What follows belongs to an exercise in optimizing a design on an open flow for small area, a short achievable clock period and few clock cycles per item; a production flow would make more cautious choices. No functional check of the RTL was part of any run shown here.

==> flow/design.v, too long to show whole: its modules and the start of the top module <==
// module milestone1: 171 lines
// module m1_engine: 911 lines
// module m1_filter: 225 lines
module milestone1 (
    input  logic        CLOCK_50_I,
    input  logic        resetn,
    input  logic        M1_start,
    input  logic [15:0] SRAM_read_data,
    output logic [15:0] SRAM_write_data,
    output logic [17:0] SRAM_address,
    output logic        SRAM_we_n,
    output logic        M1_done
);
  // ...
==> flow/run.sh <==
#!/bin/bash
# synth_recipe.tcl (not shown) runs the flow's synth.tcl, then flattens the netlist and writes it again
# the make line also repeats each setting of config.mk as NAME=value (left out here)
make -C /OpenROAD-flow-scripts/flow DESIGN_CONFIG=/design/flow/config.mk WORK_HOME=/design/flow/orfs CLKGATE_MAP_FILE= SYNTH_SCRIPT=/design/flow/synth_recipe.tcl finish
==> flow/config.mk <==
export PLATFORM = sky130hd
export DESIGN_NAME = milestone1
export DESIGN_NICKNAME = milestone1
export VERILOG_FILES = /design/flow/design.v
export SDC_FILE = /design/flow/constraint.sdc
export NUM_CORES = 4
export LEC_CHECK = 0
export CAP_MARGIN = 20
export CORE_MARGIN = 2
export CORE_UTILIZATION = 40
export SLEW_MARGIN = 20
==> flow/constraint.sdc <==
create_clock -name core_clock -period 10.5 [get_ports {CLOCK_50_I}]
set_input_delay 2.1000 -clock core_clock [delete_from_list [all_inputs] [get_ports {CLOCK_50_I}]]
set_output_delay 2.1000 -clock core_clock [all_outputs]
set_load 0.01 [all_outputs]
==> out/metrics.cfg, run 1 <==
[status]
status = timing/DRC/antenna clean

[finish]
reg.largest.list = SRAM_address: 18 flops, wa: 18 flops
n_sequential_cell = 309
fillCellCount = 5499
syn_to_final_growth_pct = 11.3
final_common_cell = inv_1
drive_gt1_share_pct = 6.29

[floorplanning]
die_area_um2 = 62000

[cts]
clockBufferDepth = 3
cts_buffers = 35
cts_setup_buffers = 0
htree_levels = 2
cts_root_buffer = clkbuf_16

[yosys]
synth_seq_area_share_pct = 34.7
synth_xor_area_share_pct = 3.61
synth_top_family_by_area = adder cells
synth_seq_cells = 309
synth_fa_ha_area_share_pct = 29.7
yosysWarnings = 1
synth_area_leader_cell = edfxtp_1

[global_route]
grt_util_met2_pct = 33.9
grt.overflow.total = 0
grt_use_met1_pct = 27.7
grtUsageTotal_pct = 20.6
antenna_found_initial = 1

[min_path]
hold_start = uw3[2]
hold_depth = 0

[route]
wl_met2_um = 29800
drc_errors = 0

[timing]
worst_slack_ns = 3.35
setup_tns_ns = 0
slew_headroom_pct = 26.3
hold_viol = 0

[setup_path]
cp.arrival_ns = 7.57
crit_path_top_delay_cell = a21oi_1
critPathBufInv = 6
cp_cell_sequence = buf_4, clkinv_1, a21oi_1, inv_1, fa_1, inv_1, fa_1, fa_1, inv_1, fa_1, ha_1, a21o_1, a21oi_1, o211ai_1, nand3_1, a31oi_2, o21ai_2, or2_1, inv_2, a221o_1

[job]
maxCapViolCount = 0

[placement]
pre_cts_ws_ns = 3.44
gp_congestion = 0.908

==> run 2, diff against run 1 <==
--- a/flow/config.mk
+++ b/flow/config.mk
@@ -8,4 +8,5 @@
 export CAP_MARGIN = 20
 export CORE_MARGIN = 2
 export CORE_UTILIZATION = 40
+export SETUP_SLACK_MARGIN = 4.5
 export SLEW_MARGIN = 20
==> out/metrics.cfg, run 2 <==
[status]
status = timing/DRC/antenna clean  ; unchanged

[finish]
most-common-layout-cells = inv_1 (393), fa_1 (235), ha_1 (190)  ; was inv_1 (411), fa_1 (235), ha_1 (192)
reg.largest.list = SRAM_address: 18 flops, wa: 18 flops  ; unchanged
nets = 2855  ; was 2,772
n_antenna_cell = 0  ; unchanged
drive_gt1_share_pct = 11.9  ; was 6.29%
syn_to_final_growth_pct = 16.7  ; was 11.3%
instances_no_fill = 3209  ; was 3,126
seq_area_um2 = 8340  ; was 8330 um2
final_common_cell = inv_1  ; unchanged
multi_input_area_um2 = 14300  ; was 14,000 um2
design_area_um2 = 28000  ; was 26,700 um2
fillCellCount = 5440  ; was 5,499

[floorplanning]
fp.dieW_um = 249  ; unchanged
start_util_pct = 40.5  ; unchanged
die_area_um2 = 62000  ; unchanged
ios = 55  ; unchanged
core_region_area_um2 = 59200  ; unchanged
placementRows = 89  ; unchanged
die_h_um = 249  ; unchanged

[global_route]
grt_max_degree = 65  ; unchanged
grt_pass1_vias = 17800  ; was 17,400
grt_pass1_wl_um = 103000  ; was 99,300 um
grt.overflow.total = 0  ; unchanged
antenna_found_initial = 0  ; was 1
grtUsageTotal_pct = 21.3  ; was 20.6%

[yosys]
synth_compound_area_share_pct = 10.4  ; unchanged
yosysUniqueCellTypes = 83  ; unchanged
muxShareOfSynthArea_pct = 5.81  ; unchanged
async_flop_share_pct = 28.5  ; unchanged
yosysWarnings = 1  ; unchanged
netlist_area_um2 = 24000  ; unchanged
synthFlopType = edfxtp_1  ; unchanged
synth_edf_count = 170  ; unchanged
synth_area_leader_cell = edfxtp_1  ; unchanged
synthTopCellsByArea = edfxtp_1 (21%), fa_1 (20%), ha_1 (10%)  ; unchanged
synth.top_cell.area_share_pct = 21.3  ; unchanged
synth_seq_area_share_pct = 34.7  ; unchanged
syn-num-nets = 2693  ; unchanged
synth-simple-area-share_pct = 8.60  ; unchanged
synth_top_family_by_area = adder cells  ; unchanged
synth_seq_cells = 309  ; unchanged
synthCells = 2247  ; unchanged
syn_avg_cell_area_um2 = 10.7  ; unchanged
synth_fa_ha_area_share_pct = 29.7  ; unchanged
yosysMostFrequentCell = inv_1  ; unchanged
synth_common_cells = inv_1 (411), fa_1 (235), ha_1 (192), edfxtp_1 (170), nor2_1 (162)  ; unchanged
synth_xor_area_share_pct = 3.61  ; unchanged

[cts]
clk_pin_slew_worst_paths_ns = 0.06  ; about the same
htree_levels = 2  ; unchanged
cts_sinks = 309  ; unchanged
cts_tree = built  ; unchanged
cts_root_buffer = clkbuf_16  ; unchanged
cts_buffers = 35  ; unchanged
clockBufferDepth = 3  ; unchanged
cts_hold_buf = 0  ; unchanged
clkLatencyLatePin_ns = 0.56  ; was 0.54 ns

[route]
drc_errors = 0  ; unchanged
dr.first_iter.drc_count = 1046  ; was 1,196
highest_layer = met4  ; was met5
drtPass1Iterations = 5  ; unchanged
wl_um = 65000  ; was 62,900 um
routed_via_density = 5.30  ; was 5.29
wl_met1_um = 28600  ; was 27,600 um
wl_met3_um = 3460  ; was 3330 um
postRouteAntennaNets = 0  ; unchanged
wl_met2_um = 31000  ; was 29,800 um
num_vias = 17000  ; was 16,500
routedWlPerCell_um = 20.3  ; was 20.1 um

[timing]
rsz0062_at_grt = false  ; unchanged
setup_viol = 0  ; unchanged
slew_headroom_pct = 26.3  ; about the same
clock-skew-final_ns = 0.0135  ; was 0.0111 ns
setup_tns_ns = 0  ; unchanged
max_freq_ghz = 0.172  ; was 0.140 GHz
final.period_utilization_pct = 55.4  ; was 68.1%
tightestPinTransition_ns = 1.10  ; about the same
fin_crit_ns = 5.82  ; was 7.15 ns
hold_viol = 0  ; unchanged
drv_slew = 0  ; unchanged

[setup_path]
cp.arrival_ns = 6.26  ; was 7.57 ns
crit_fanout = 10  ; was 28
cp_data_required_time_ns = 10.94  ; was 10.92 ns
start_kind = register  ; unchanged
critPathCaptureType = register  ; unchanged
crit_type = reg -> reg  ; unchanged

[placement]
dp.cells = 3063  ; was 3,062
gp_congestion = 0.938  ; was 0.908
place_hpwl_um = 49300  ; was 49,200 um
port_buffers = 54  ; unchanged
placed_area_um2 = 25700  ; was 25,600 um2

[job]
maxCapViolCount = 0  ; unchanged

[min_path]
hold_path_class = reg -> reg  ; unchanged

[run 2: cell counts after synthesis]
No cell type changed its count.
[run 2: critical path, cell delays in order (launching register included)]
cell and delay, ns:
dfxtp_4 0.39, buf_12 0.15, buf_12 0.16, mux2i_4 0.30, nor2_1 0.08, a21oi_1 0.17
buf_6 0.22, inv_1 0.17, fa_1 0.44, fa_1 0.50, fa_1 0.49, inv_1 0.04
ha_1 0.30, and4_1 0.25, and3_1 0.20, a221o_2 0.45, o31a_1 0.37, nor3_4 0.22
a211oi_4 0.10, a2111oi_4 0.36, nor2_1 0.09, a211o_1 0.23
[run 2: worst paths after layout]
check | end | depth (start not counted) | startpoint | slack [ns]
max | SRAM_write_data[3] | 21 | c_odd | 4.68
min | vw2[5] | 0 | vw3[5] | 0.42
max reg2reg | SRAM_write_data[3] | 21 | c_odd | 4.68
min reg2reg | vw2[5] | 0 | vw3[5] | 0.42
max in group asynchronous | jc[1] | 2 | resetn | 7.92
min in group asynchronous | SRAM_address[9] | 1 | resetn | 1.45
[run 2: cells by family (layout without fill, tap and decap cells)]
kind of cell	after synthesis	in the layout
adder cells (fa/ha/maj)	429	429
AO/OA/AOI/OAI	391	391
XOR/XNOR	99	99
buffers and inverters	458	647
AND/OR/NAND/NOR	451	451
multiplexers	110	110
flip-flops	309	309
[run 2: layer usage]
layer,up-vias,global-route usage [%]
met5,-,0
met4,0,6.49
met3,110,3.58
met2,435,35.5
met1,8586,28.5
li1,7870,-
[run 2: what timing repair did]
item / CTS / global route
gates cloned: 0 / 1
pin swaps: 2 / 13
setup buffers: 33 / 48
setup endpoints to repair: 24 / 24
gates resized for setup: 48 / 56
[run 2: through the flow]
stage | setup WS (ns) | utilization, % | hold WS, ns
global route | 4.47 | 47.3 | 0.419
detailed placement | 2.94 | 43.3 | 0.406
finish | 4.68 | 47.3 | 0.419
CTS | 4.50 | 46.2 | 0.419
floorplan | 4.51 | - | 0.400
global placement | 3.15 | 43.3 | 0.402
[run 2: area by class of cell]
cell class	instances	share of cell area, %
multi-input combinational	1480	51.2
sequential	309	29.8
tap	773	3.45
timing repair buffer	168	5.42
clock buffer	46	3.42
clock inverter	18	0.920
inverter	415	5.81

[re-timing with driven ports]
In the flow no input, the clock included, has a driving cell. The finished layouts below were timed again as built, in two steps.
Step 1 assumes that a clkbuf_16 drives the clock port and a buf_2 every other input.
Step 2 adds t to the input delays and takes it off the output delays; t is the mean of the earliest and latest rising clock arrival at the registers after step 1. Input paths then give back, and output paths get back, about the clock's delay inside the block.
a / b / c = ideal / step 1 / step 2; a / b = the first two.
| run | shift t [ns] | setup slack, ns | slew at the worst register clock pin (ns) | worst data-port slew with drivers (ns) |
|---|---|---|---|---|
| run 1 | 0.591 | 3.349 / 3.349 / 3.349 | 0.07 / 0.07 | 0.11 |
| run 2 | 0.608 | 4.679 / 4.679 / 4.679 | 0.06 / 0.06 | 0.04 |
After both steps setup and hold are still met in every run listed.
